What follows belongs to an exercise in optimizing a design on an open flow for small area, a short achievable clock period and few clock cycles per item; a production flow would make more cautious choices. Only the layout flow was run in this run; the RTL was not checked for function there.

`flow/design.v`:
```
module sha_1_core(
    clk,
    rstn,
    din,
    din_vld,
    use_pre_cv,
    sha_1_end,
    busy,
    dout,
    dout_vld  
);
input wire clk;
input wire rstn;
input wire [31:0] din;
input wire din_vld;
input wire use_pre_cv;           
input wire sha_1_end;            
output reg busy;                 
output wire [159:0] dout; 
output reg dout_vld; 
parameter [31:0] H0_INIT = 32'h67452301,
                 H1_INIT = 32'hEFCDAB89,
                 H2_INIT = 32'h98BADCFE,
                 H3_INIT = 32'h10325476,
                 H4_INIT = 32'hC3D2E1F0;
reg w_busy;
reg [6:0] cnt_w;
reg [31:0] w_reg[0:15];
wire [31:0] w_next_xor;
wire [31:0] w_next;
assign w_next_xor = w_reg[13] ^ w_reg[8] ^ w_reg[2] ^ w_reg[0];
assign w_next = {w_next_xor[30:0], w_next_xor[31]};
always @(posedge clk or negedge rstn) begin
    if (!rstn) begin
        w_busy <= 1'b0;
    end
    else if (din_vld) begin
        w_busy <= 1'b1;
    end
    else if (cnt_w == 7'd79) begin
        w_busy <= 1'b0;
    end
    else begin
        w_busy <= w_busy;
    end
end
always @(posedge clk or negedge rstn) begin
    if (!rstn) begin
        cnt_w <= 7'd0;
    end
    else if (cnt_w == 7'd79) begin
        cnt_w <= 7'd0;
    end
    else if (din_vld || w_busy) begin
        cnt_w <= cnt_w + 1'b1;
    end
end
always @(posedge clk or negedge rstn) begin
    if (!rstn) begin
        w_reg[15] <= 32'd0;
    end
    else if (din_vld) begin
        w_reg[15] <= din;
    end
    else if (w_busy) begin
        w_reg[15] <= w_next;
    end
end
generate
    genvar i;
    for (i=0; i<15; i=i+1) begin: gen_w_reg
    always @(posedge clk) begin
        if (w_busy) begin
            w_reg[i] <= w_reg[i+1];
        end
    end
    end    
endgenerate
reg din_vld_d;
reg [1:0] k_f_state;
reg [31:0] a_reg;
reg [31:0] b_reg;
reg [31:0] c_reg;
reg [31:0] d_reg;
reg [31:0] e_reg;
reg [31:0] f_t;
reg [31:0] k_t;
reg a_e_busy;
reg a_e_busy_d;
reg [31:0] h0;
reg [31:0] h1;
reg [31:0] h2;
reg [31:0] h3;
reg [31:0] h4;
wire din_vld_posedge;
wire [31:0] a_next;
wire a_e_busy_negedge;
always @(posedge clk or negedge rstn) begin
    if (!rstn) begin
        din_vld_d <= 1'b0;
    end
    else begin
        din_vld_d <= din_vld;
    end
end
assign din_vld_posedge = ((!din_vld_d) & (din_vld));
always @(posedge clk or negedge rstn) begin
    if (!rstn) begin
        k_f_state <= 2'd0;
    end
    else if (din_vld_posedge) begin
        k_f_state <= 2'd0;
    end
    else if (cnt_w == 7'd20) begin
        k_f_state <= 2'd1;
    end
    else if (cnt_w == 7'd40) begin
        k_f_state <= 2'd2;
    end
    else if (cnt_w == 7'd60) begin
        k_f_state <= 2'd3;
    end
    else begin
        k_f_state <= k_f_state;
    end
end
always @(*) begin
    case (k_f_state)
        2'd0: begin
            f_t = (b_reg & c_reg) | ((~b_reg) & d_reg);
            k_t = 32'h5A827999;
        end
        2'd1: begin
            f_t = b_reg ^ c_reg ^ d_reg;
            k_t = 32'h6ED9EBA1;
        end
        2'd2: begin
            f_t = (b_reg & c_reg) | (b_reg & d_reg) | (c_reg & d_reg);
            k_t = 32'h8F1BBCDC;
        end
        2'd3: begin
            f_t = b_reg ^ c_reg ^ d_reg;
            k_t = 32'hCA62C1D6;
        end
        default: begin
        end
    endcase
end
assign a_next = ({a_reg[26:0], a_reg[31:27]} + f_t + e_reg + w_reg[15] + k_t);
always @(posedge clk or negedge rstn) begin
    if (!rstn) begin
        a_e_busy <= 1'b0;
    end
    else if (din_vld | w_busy) begin
        a_e_busy <= 1'b1;
    end
    else begin
        a_e_busy <= 1'b0;
    end
end
always @(posedge clk or negedge rstn) begin
    if (!rstn) begin
        a_e_busy_d <= 1'b0;
    end
    else begin
        a_e_busy_d <= a_e_busy;
    end
end
assign a_e_busy_negedge = ((!a_e_busy) & a_e_busy_d); 
always @(posedge clk or negedge rstn) begin
    if (!rstn) begin
        a_reg <= H0_INIT;
        b_reg <= H1_INIT;
        c_reg <= H2_INIT;
        d_reg <= H3_INIT;
        e_reg <= H4_INIT;
    end
    else if (din_vld_posedge) begin
        if (use_pre_cv) begin
            a_reg <= h0;
            b_reg <= h1;
            c_reg <= h2;
            d_reg <= h3;
            e_reg <= h4;
        end
        else begin
            a_reg <= H0_INIT;
            b_reg <= H1_INIT;
            c_reg <= H2_INIT;
            d_reg <= H3_INIT;
            e_reg <= H4_INIT;
        end
    end
    else if (a_e_busy) begin
        a_reg <= a_next;
        b_reg <= a_reg;
        c_reg <= {b_reg[1:0], b_reg[31:2]};
        d_reg <= c_reg;
        e_reg <= d_reg;
    end
end
always @(posedge clk or negedge rstn) begin
    if (!rstn) begin
        h0 <= H0_INIT;
        h1 <= H1_INIT;
        h2 <= H2_INIT;
        h3 <= H3_INIT;
        h4 <= H4_INIT;
    end
    else if (din_vld_posedge) begin
        if (!use_pre_cv) begin
            h0 <= H0_INIT;
            h1 <= H1_INIT;
            h2 <= H2_INIT;
            h3 <= H3_INIT;
            h4 <= H4_INIT;
        end
    end
    else if (a_e_busy_negedge) begin
        if (sha_1_end) begin
            h0 <= h0 + a_reg;
            h1 <= h1 + b_reg;
            h2 <= h2 + c_reg;
            h3 <= h3 + d_reg;
            h4 <= h4 + e_reg;
        end
        else begin
            h0 <= a_reg;
            h1 <= b_reg;
            h2 <= c_reg;
            h3 <= d_reg;
            h4 <= e_reg;
        end
    end
end
assign dout = {h0, h1, h2, h3, h4};
always @(posedge clk  or negedge rstn) begin
    if (!rstn) begin
        dout_vld <= 1'b0;
    end
    else if (a_e_busy_negedge) begin
        dout_vld <= 1'b1;
    end
    else begin
        dout_vld <= 1'b0;
    end
end
always @(posedge clk or negedge rstn) begin
    if (!rstn) begin
        busy <= 1'b0;
    end
    else if (din_vld_posedge) begin
        busy <= 1'b1;
    end
    else if (a_e_busy_negedge) begin
        busy <= 1'b0;
    end
end
endmodule
```
`flow/config.mk`:
```
export PLATFORM = sky130hd
export DESIGN_NAME = sha_1_core
export DESIGN_NICKNAME = sha_1_core
export VERILOG_FILES = /design/flow/design.v
export SDC_FILE = /design/flow/constraint.sdc
export NUM_CORES = 4
export LEC_CHECK = 0
export CAP_MARGIN = 20
export CORE_MARGIN = 2
export CORE_UTILIZATION = 40
export PLACE_DENSITY = 0.6
export SLEW_MARGIN = 20
```
`flow/constraint.sdc`:
```
create_clock -name core_clock -period 7.0 [get_ports {clk}]
set_input_delay 1.4000 -clock core_clock [delete_from_list [all_inputs] [get_ports {clk}]]
set_output_delay 1.4000 -clock core_clock [all_outputs]
set_load 0.01 [all_outputs]
```
`flow/run.sh`:
```
#!/bin/bash
# synth_recipe.tcl (not shown) runs the flow's synth.tcl, then flattens the netlist and writes it again
# the make line also repeats each setting of config.mk as NAME=value (left out here)
make -C /OpenROAD-flow-scripts/flow DESIGN_CONFIG=/design/flow/config.mk WORK_HOME=/design/flow/orfs CLKGATE_MAP_FILE= SYNTH_SCRIPT=/design/flow/synth_recipe.tcl finish
```
==> run summary <==
## worst max-delay path: stages (launching register included)
cell and delay (ns):
dfrtp_1 0.40, inv_1 0.09, ha_1 0.18, buf_4 0.18
nor2_1 0.17, inv_1 0.22, a221o_1 0.34, o21ai_0 0.11
fa_1 0.50, fa_1 0.54, fa_1 0.43, inv_1 0.07
ha_1 0.17, inv_1 0.07, fa_1 0.46, nor2b_1 0.13
o21ai_1 0.08, a21oi_1 0.30, o21ai_1 0.20, o21ai_1 0.31
a2111o_1 0.22, nand2_1 0.08, o21ai_1 0.39, a311oi_1 0.19
xnor2_1 0.16, mux2i_1 0.15, o21ai_1 0.08
## layout by cell type, fill, tap and decap left out, types with 14 or more instances in the layout
master,n
a211oi_1,14
a21o_1,91
a21oi_1,382
a221o_1,32
a22oi_1,28
a31oi_1,25
and3_1,15
buf_4,59
clkbuf_1,23
clkbuf_16,93
clkdlybuf4s50_1,194
clkinv_2,17
dfrtp_1,205
dfstp_2,160
edfxtp_1,480
fa_1,125
ha_1,199
inv_1,258
mux2_2,28
mux2i_1,197
nand2_1,198
nand2b_1,24
nand3_1,101
nand4_1,15
nor2_1,204
nor2b_1,28
nor3_1,28
nor3b_1,77
o21a_1,27
o21ai_0,311
o21bai_1,28
o22ai_1,21
xnor2_1,200
xor2_1,63
## per-layer routing
metal,vias to the layer above,wire [um],part of all wire,track usage
met5,-,0,0,0
met4,0,7350,0.053,0.119
met3,270,8510,0.062,0.0371
met2,1050,61100,0.44,0.358
met1,15700,60900,0.44,0.330
li1,14400,-,-,-
## logic make-up after synthesis
logic type      after synthesis  share of synthesized area
flops                       847                      0.530
simple gates                732                     0.0785
buf+inv                     433                     0.0362
compound gates             1057                      0.141
xor+xnor                    263                     0.0513
mux                         225                     0.0510
fa+ha+maj                   324                      0.111
## through the flow
stage | instance area (um2) | instances
after global placement | 48600 | 5455
after floorplan | 44900 | 3881
after global routing | 51800 | 5628
after detailed placement | 48600 | 5455
after CTS | 51800 | 5627
final | 51800 | 5630
## cell type report
type | count | area (um2)
diodes | 2 | 5.00
multi-input cells | 2601 | 19500
clock inverters | 46 | 582
flip-flops and latches | 847 | 23800
fillers | 10000 | 59200
repair buffers | 260 | 2510
inverters | 260 | 976
well taps | 1488 | 1860
clock buffers | 126 | 2550
## worst min-delay path by stage
stage                             from                       to  slack (ns)  cells past startpoint
4_1_cts         w_reg[7][11]$_DFFE_PP_   w_reg[6][11]$_DFFE_PP_        0.40                      0
2_1_floorplan       a_e_busy$_DFF_PN0_     a_e_busy_d$_DFF_PN0_        0.35                      0
3_5_place_dp   w_reg[11][30]$_DFFE_PP_  w_reg[10][30]$_DFFE_PP_        0.40                      0
3_3_place_gp    w_reg[6][13]$_DFFE_PP_   w_reg[5][13]$_DFFE_PP_        0.40                      0
6_report        w_reg[7][11]$_DFFE_PP_   w_reg[6][11]$_DFFE_PP_        0.40                      0
5_1_grt         w_reg[7][11]$_DFFE_PP_   w_reg[6][11]$_DFFE_PP_        0.41                      0
==> flow_metrics.env <==
export IMPL_status="complete, no violations"
export IMPL_post_synth_top_count_cell="edfxtp_1"
export IMPL_fp_dieH_um=339
export IMPL_synth_ff_type="edfxtp_1"
export IMPL_first_global_vias=30600
export IMPL_gr_total_overflow=0
export IMPL_r2r_setup_slack_ns=0.64
export IMPL_vias=31400
export IMPL_drt_iter0_markers=2917
export IMPL_syn_area_mm2=0.0449
export IMPL_worst_pin_slew_ns=1.12
export IMPL_drv_cap=0
export IMPL_slew_viol_final=0
export IMPL_synth_largest_area_cell="edfxtp_1"
export IMPL_ys_top_cells_by_area="edfxtp_1 (32%), dfrtp_1 (12%), dfstp_2 (9.4%)"
export IMPL_hold_viol_final=0
export IMPL_finClkSkew_ns=0.0313
export IMPL_synthTopCellsByCount="edfxtp_1 (480), a21oi_1 (382), o21ai_0 (311)"
export IMPL_rows=122
export IMPL_synthDominantCellAreaShare=0.321
export IMPL_start_util=0.404
export IMPL_hpwl_mm=96.0
export IMPL_cp_end_kind="flip-flop"
export IMPL_dieWidth_um=339
export IMPL_path_max_fanout=11
export IMPL_worstSetupPathType="flip-flop to flip-flop"
export IMPL_globalplace_congestion=0.944
export IMPL_cts_tree="built"
export IMPL_rsz0062_at_grt="no"
export IMPL_r2r_end="a_reg[31]$_DFFE_PN0P_"
export IMPL_cts_buffers=92
export IMPL_clock_fmax_mhz=157
export IMPL_syn_nets=4242
export IMPL_drive_gt1_frac=0.104
export IMPL_tns_ns=0
export IMPL_setup_violations_final=0
export IMPL_hold_buffers=0
export IMPL_final_core_util=0.467
export IMPL_ios=199
export IMPL_min_period_ns=6.36
export IMPL_hold_class="flip-flop to flip-flop"
export IMPL_numClockSinks=847
export IMPL_pre_cts_ws_ns=0.735
export IMPL_ctsLongestPathBuffers=3
export IMPL_yosys_warnings=2
export IMPL_core_area_mm2=0.111
export IMPL_grtUsageTotal=0.237
export IMPL_crit_path_start_kind="flip-flop"
export IMPL_grt_max_degree=192
export IMPL_cts_resized=0
export IMPL_worstPathRequired_ns=7.54
export IMPL_wl_per_cell_um=24.5
export IMPL_worstSkewPairLatency_ns=0.68
export IMPL_fin_crit_sh=0.908
export IMPL_antenna_left=0
export IMPL_synthArstFlopShare=0.433
export IMPL_ys_ff_latch=847
export IMPL_cts_clk_slew_worst_paths_ns=0.06
export IMPL_dieArea_mm2=0.115
export IMPL_antenna_found_initial=1
export IMPL_hold_slack_ns=0.399
export IMPL_largest_register_ffs=512
export IMPL_syn_inst=3881
export IMPL_syn_area_per_cell_um2=11.6
export IMPL_synth_edf_count=480
export IMPL_post_cts_buffers=0
export IMPL_r2r_start="k_f_state[1]$_DFFE_PN0P_"
export IMPL_fin_nets=4423
export IMPL_syn_to_final_growth_pct=15.4
export IMPL_grt_pass1_wl_mm=204
export IMPL_setup_ws_ns=0.645
export IMPL_crit_end="a_reg[31]$_DFFE_PN0P_"
export IMPL_wl_mm=138
export IMPL_drc=0
export IMPL_ys_types=76
export IMPL_htree_levels=3
export IMPL_ys_seq_area_frac=0.530
export IMPL_cts_root_buf="clkbuf_16"
export IMPL_reg2reg_depth=26
export IMPL_arrival_ns=6.89
export IMPL_slew_headroom=0.251
export IMPL_io_buffers=198
export IMPL_crit_path_start="k_f_state[1]$_DFFE_PN0P_"
export IMPL_firstDrtPassIters=8
export IMPL_viasPerCell=5.58

-- afterwards: timing with drivers on the ports --
The results above use ideal ports. As a check the final layout listed here was re-extracted and re-timed, cells and wires unchanged.
Step 1 sets driving cells, clkbuf_16 on the clock port and buf_2 on the other inputs (assumed; they add their load-dependent delay and slew).
Step 2 moves the port delays by t, midway between the first and last clock arrival at a register: inputs arrive t later, outputs are due t later. That takes back most of the time a late clock gives input paths.
Three values: ideal ports, drivers, drivers and shift; two values: the first two.
shift t [ns]: 0.742
slack for setup (ns): 0.645 / 0.645 / 0.645
worst hold slack (ns): 0.399 / 0.399 / 0.399
cell pins on the clock port's net: 1
After both steps this run still meets setup and hold. For this run, drivers alone change the setup slack by 0.000 ns; drivers and shift together by 0.000 ns.
